What follows belongs to an exercise in optimizing a design on an open flow for small area, a short achievable clock period and few clock cycles per item; a production flow would make more cautious choices.
RTL that was checked went through simulation tests only; none was proved equivalent to the original.
No activity file was given, so power comes from the tool's default toggle rates.

## the reference run
==> flow/design.v (excerpt) <==
module top_proc #(
    parameter INITIAL_PC = 32'h0000_0000
)(
    input clk,
    input rst,
    input [31:0] instr,
    input [31:0] dReadData,
    output [31:0] PC,
    output [31:0] dAddress,
    output [31:0] dWriteData,
    output MemRead,
    output MemWrite
);
    localparam [6:0] OP_R  = 7'b0110011;
    localparam [6:0] OP_I  = 7'b0010011;
    localparam [6:0] OP_LW = 7'b0000011;
    localparam [6:0] OP_SW = 7'b0100011;
    localparam [6:0] OP_B  = 7'b1100011;
    reg  [31:0] pc_f;           
    reg  [31:0] pc_i;           
    reg         v_i;            
    reg  [31:0] ir;             
    reg         v_r;
    reg         r_pred;         
    reg  [31:0] r_alt;          
    reg         r_inc, r_dec;   
    reg         r_hze, r_hzm;   
    reg  [3:0]  r_p1lo, r_p2lo;  
    reg  [7:0]  r_p1hi, r_p2hi;  
    reg  [31:0] e_a, e_b;       
    reg  [31:0] e_alt;          
    reg  [4:0]  e_rd;
    reg         e_we, e_load, e_store, e_beq;    
    reg         e_sub, e_arith;
    reg         e_add, e_slt, e_sll, e_srl, e_xor, e_or, e_and;
    reg  [31:0] m_res, m_sd;    
    reg  [4:0]  m_rd;
    reg         m_we, m_load, m_rdreq, m_wrreq;
    reg  [31:0] w_res;          
    reg  [4:0]  w_rd;
    reg         w_we, w_load;
    assign PC         = pc_f;
    assign dAddress   = m_res;
    assign dWriteData = m_sd;
    assign MemRead    = m_rdreq;
    assign MemWrite   = m_wrreq;
    wire [31:0] pc_nx, i_target, r_tgt;
    reg         e_fix;          
    wire        v_nx, i_pred, i_inc, i_dec, hz_e, hz_m;
    wire        mis;
    wire        stall = v_r & (r_hze | r_hzm);
    fetch_next fn (
        .instr(instr), .pc_i(pc_i), .pc_f(pc_f), .v_i(v_i),
        .stall(stall),
  ...
clock: 11.0 ns
lec_check: 0
cap_margin: 20
core_margin: 2
core_utilization: 45
cts_buf_list: sky130_fd_sc_hd__clkbuf_8 sky130_fd_sc_hd__clkbuf_16
cts_cluster_diameter: 80
cts_cluster_size: 20
setup_slack_margin: 5
slew_margin: 20
synth_hierarchical: 1
standard.sh (not shown) runs the stock make flow with config.mk's settings and CLKGATE_MAP_FILE= SYNTH_SCRIPT=/design/flow/synth_recipe.tcl, a recipe that flattens the netlist after the stock synthesis.
==> flow/flow/run.sh <==
#!/bin/bash
set -euo pipefail
bash standard.sh synth > synth.log 2>&1
bash standard.sh SETUP_SLACK_MARGIN=7.5 SKIP_GATE_CLONING=1 floorplan > floorplan.log 2>&1
bash standard.sh SETUP_SLACK_MARGIN=7.5 SKIP_GATE_CLONING=1 place > place.log 2>&1
bash standard.sh SETUP_SLACK_MARGIN=7.5 SKIP_GATE_CLONING=1 cts > cts.log 2>&1
bash standard.sh SETUP_SLACK_MARGIN=7.5 SKIP_GATE_CLONING=1 route > route.log 2>&1
bash standard.sh SETUP_SLACK_MARGIN=7.5 SKIP_GATE_CLONING=1 finish > finish.log 2>&1
The reference run ran to completion and came out clean on the timing, DRC and antenna checks.
Inputs modified between the reference run and the trial run:
-- flow/design.v --
<<< the reference run, line 6
    input  wire        v_i,       
    input  wire        stall,
    input  wire [31:0] e_alt,
    input  wire        e_beq,     
>>> the trial run, line 6
    input  wire        v_i,       
    input  wire        stall,
    input  wire        i_bp,      
    input  wire        btb_v,
    input  wire [12:1] btb_tag,
    input  wire [12:1] btb_off,
    input  wire [12:1] btb_tgt,
    input  wire [31:0] e_alt,
    input  wire        e_beq,     
<<< the reference run, line 17
    input  wire [4:0]  e_rd,
    output wire        mis,
    output wire [31:0] pc_nx,
    output wire        v_nx,
>>> the trial run, line 22
    input  wire [4:0]  e_rd,
    output wire        mis,
    output wire        refuse,    
    output wire        bp_nx,     
    output wire        btb_we,    
    output wire        btb_inv,   
    output wire [31:0] pc_nx,
    output wire        v_nx,
<<< the reference run, line 75
    endgenerate
    wire [31:0] pc_inc = {pc_f[31:2] ^ {ones[28:0], 1'b1}, pc_f[1:0]};
    wire again = v_i & stall;
    wire take  = v_i & pred & ~stall & ~mis;
    assign pc_nx = mis ? e_alt : again ? pc_i : take ? target : pc_inc;
    assign v_nx  = ~mis & ~again & ~take;
endmodule
module hi_adjust (
>>> the trial run, line 84
    endgenerate
    wire [31:0] pc_inc = {pc_f[31:2] ^ {ones[28:0], 1'b1}, pc_f[1:0]};
    wire        hit = btb_v & (pc_inc[12:1] == btb_tag);
    wire [31:0] btgt = {pc_f[31:13], btb_tgt, pc_f[0]};
    wire bp_ok  = pred & (b == btb_off);
    wire wrong  = v_i & i_bp & ~bp_ok;           
    wire again  = v_i & stall;
    wire take   = v_i & pred & ~i_bp & ~stall & ~mis;
    assign refuse  = wrong;
    assign pc_nx = mis ? e_alt : (again | wrong) ? pc_i : take ? target :
                   hit ? btgt : pc_inc;
    assign v_nx  = ~mis & ~again & ~wrong & ~take;
    assign bp_nx = hit & ~mis & ~again & ~wrong & ~take;
    assign btb_we  = take;
    assign btb_inv = wrong & ~mis & ~again;
endmodule
module hi_adjust (
<<< the reference run, line 148
    reg         e_fix;          
    wire        v_nx, i_pred, i_inc, i_dec, hz_e, hz_m;
    wire        mis;
    wire        stall = v_r & (r_hze | r_hzm);
    fetch_next fn (
        .instr(instr), .pc_i(pc_i), .pc_f(pc_f), .v_i(v_i),
        .stall(stall),
        .e_alt(e_alt), .e_beq(e_beq), .e_fix(e_fix), .e_a(e_a), .e_b(e_b),
        .v_r(v_r), .ir(ir), .e_we(e_we), .e_load(e_load), .e_rd(e_rd),
        .mis(mis), .pc_nx(pc_nx), .v_nx(v_nx), .pred(i_pred),
        .target(i_target), .inc(i_inc), .dec(i_dec), .hz_e(hz_e), .hz_m(hz_m)
    );
>>> the trial run, line 166
    reg         e_fix;          
    wire        v_nx, i_pred, i_inc, i_dec, hz_e, hz_m;
    wire        mis, refuse, bp_nx, btb_we, btb_inv;
    reg         i_bp;           
    reg         btb_fill;       
    reg         btb_v;          
    reg  [12:1] btb_tag;
    reg  [12:1] btb_off;
    reg  [12:1] btb_tgt;
    wire        stall = v_r & (r_hze | r_hzm);
    fetch_next fn (
        .instr(instr), .pc_i(pc_i), .pc_f(pc_f), .v_i(v_i),
        .stall(stall), .i_bp(i_bp), .btb_v(btb_v), .btb_tag(btb_tag), .btb_off(btb_off), .btb_tgt(btb_tgt),
        .e_alt(e_alt), .e_beq(e_beq), .e_fix(e_fix), .e_a(e_a), .e_b(e_b),
        .v_r(v_r), .ir(ir), .e_we(e_we), .e_load(e_load), .e_rd(e_rd),
        .mis(mis), .refuse(refuse), .bp_nx(bp_nx), .btb_we(btb_we), .btb_inv(btb_inv),
        .pc_nx(pc_nx), .v_nx(v_nx), .pred(i_pred),
        .target(i_target), .inc(i_inc), .dec(i_dec), .hz_e(hz_e), .hz_m(hz_m)
    );
<<< the reference run, line 268
            pc_f <= INITIAL_PC;
            v_i  <= 1'b0;
        end else begin
            pc_f <= pc_nx;
            v_i  <= v_nx;
        end
    end
>>> the trial run, line 293
            pc_f <= INITIAL_PC;
            v_i  <= 1'b0;
            i_bp <= 1'b0;
            btb_fill <= 1'b0;
            btb_v <= 1'b0;
        end else begin
            pc_f <= pc_nx;
            v_i  <= v_nx;
            i_bp <= bp_nx;
            btb_fill <= btb_we;
            if (btb_fill)
                btb_v <= ~r_inc & ~r_dec;    
            else if (btb_inv)
                btb_v <= 1'b0;
        end
    end
    always @(posedge clk) begin
        if (btb_fill) begin
            btb_tag <= pc_i[12:1];
            btb_tgt <= r_alt[12:1];
            btb_off <= {ir[31], ir[7], ir[30:25], ir[11:8]};
        end
    end
<<< the reference run, line 282
            v_r <= 1'b0;
        else if (!stall)
            v_r <= v_i;
    end
    always @(posedge clk) begin
>>> the trial run, line 323
            v_r <= 1'b0;
        else if (!stall)
            v_r <= v_i & ~refuse;
    end
    always @(posedge clk) begin
Results
- The trial run finished every step from synthesis to the final layout, and the layout passed the timing, DRC and antenna checks.
- The trial run ends up with higher worst setup slack for register-to-register paths than the reference run does.
- Measured against each other, the trial run and the reference run differ in worst path setup slack after routing, the higher figure coming from the trial run.
- Summary of the trial run over the reference run: power after layout flat, fmax up 3.6%, post-route antenna net violation count flat.
- Comparing worst relative slew slack for the trial run and the reference run, the bigger number came from the trial run.
Testbench counts of the trial run, summed over its fixed seeds: cycles 43,757, instrs 37,128.
No functional check of the RTL was part of the reference run.

## what the ideal ports hide
The flow's constraints put no driver on any port. The routed layouts listed below were extracted and timed again, unchanged, in two steps. Step 1 (the two cells are an assumption about what drives the block):
set clk [get_ports {clk}]
set_driving_cell -lib_cell sky130_fd_sc_hd__clkbuf_16 $clk
set_driving_cell -lib_cell sky130_fd_sc_hd__buf_2 [delete_from_list [all_inputs] $clk]
Step 2 moves the port delays by t, midway between the first and last clock arrival at a register: inputs arrive t later, outputs are due t later. That takes back most of the time a late clock gives input paths. Slacks: ideal / step 1 / step 2; pairs: ideal / step 1.
run | shift t [ns] | slack for setup (ns) | worst hold slack (ns) | worst setup path after step 2
the reference run | 0.812 | 7.227 / 7.227 / 6.698 | 0.366 / 0.366 / 0.366 | input to register
the trial run | 0.807 | 7.359 / 7.360 / 6.583 | 0.367 / 0.367 / 0.367 | input to register
After both steps setup and hold are still met in every run listed. For the trial run, which loses most, drivers alone change the setup slack by +0.001 ns; drivers and shift together by -0.776 ns.
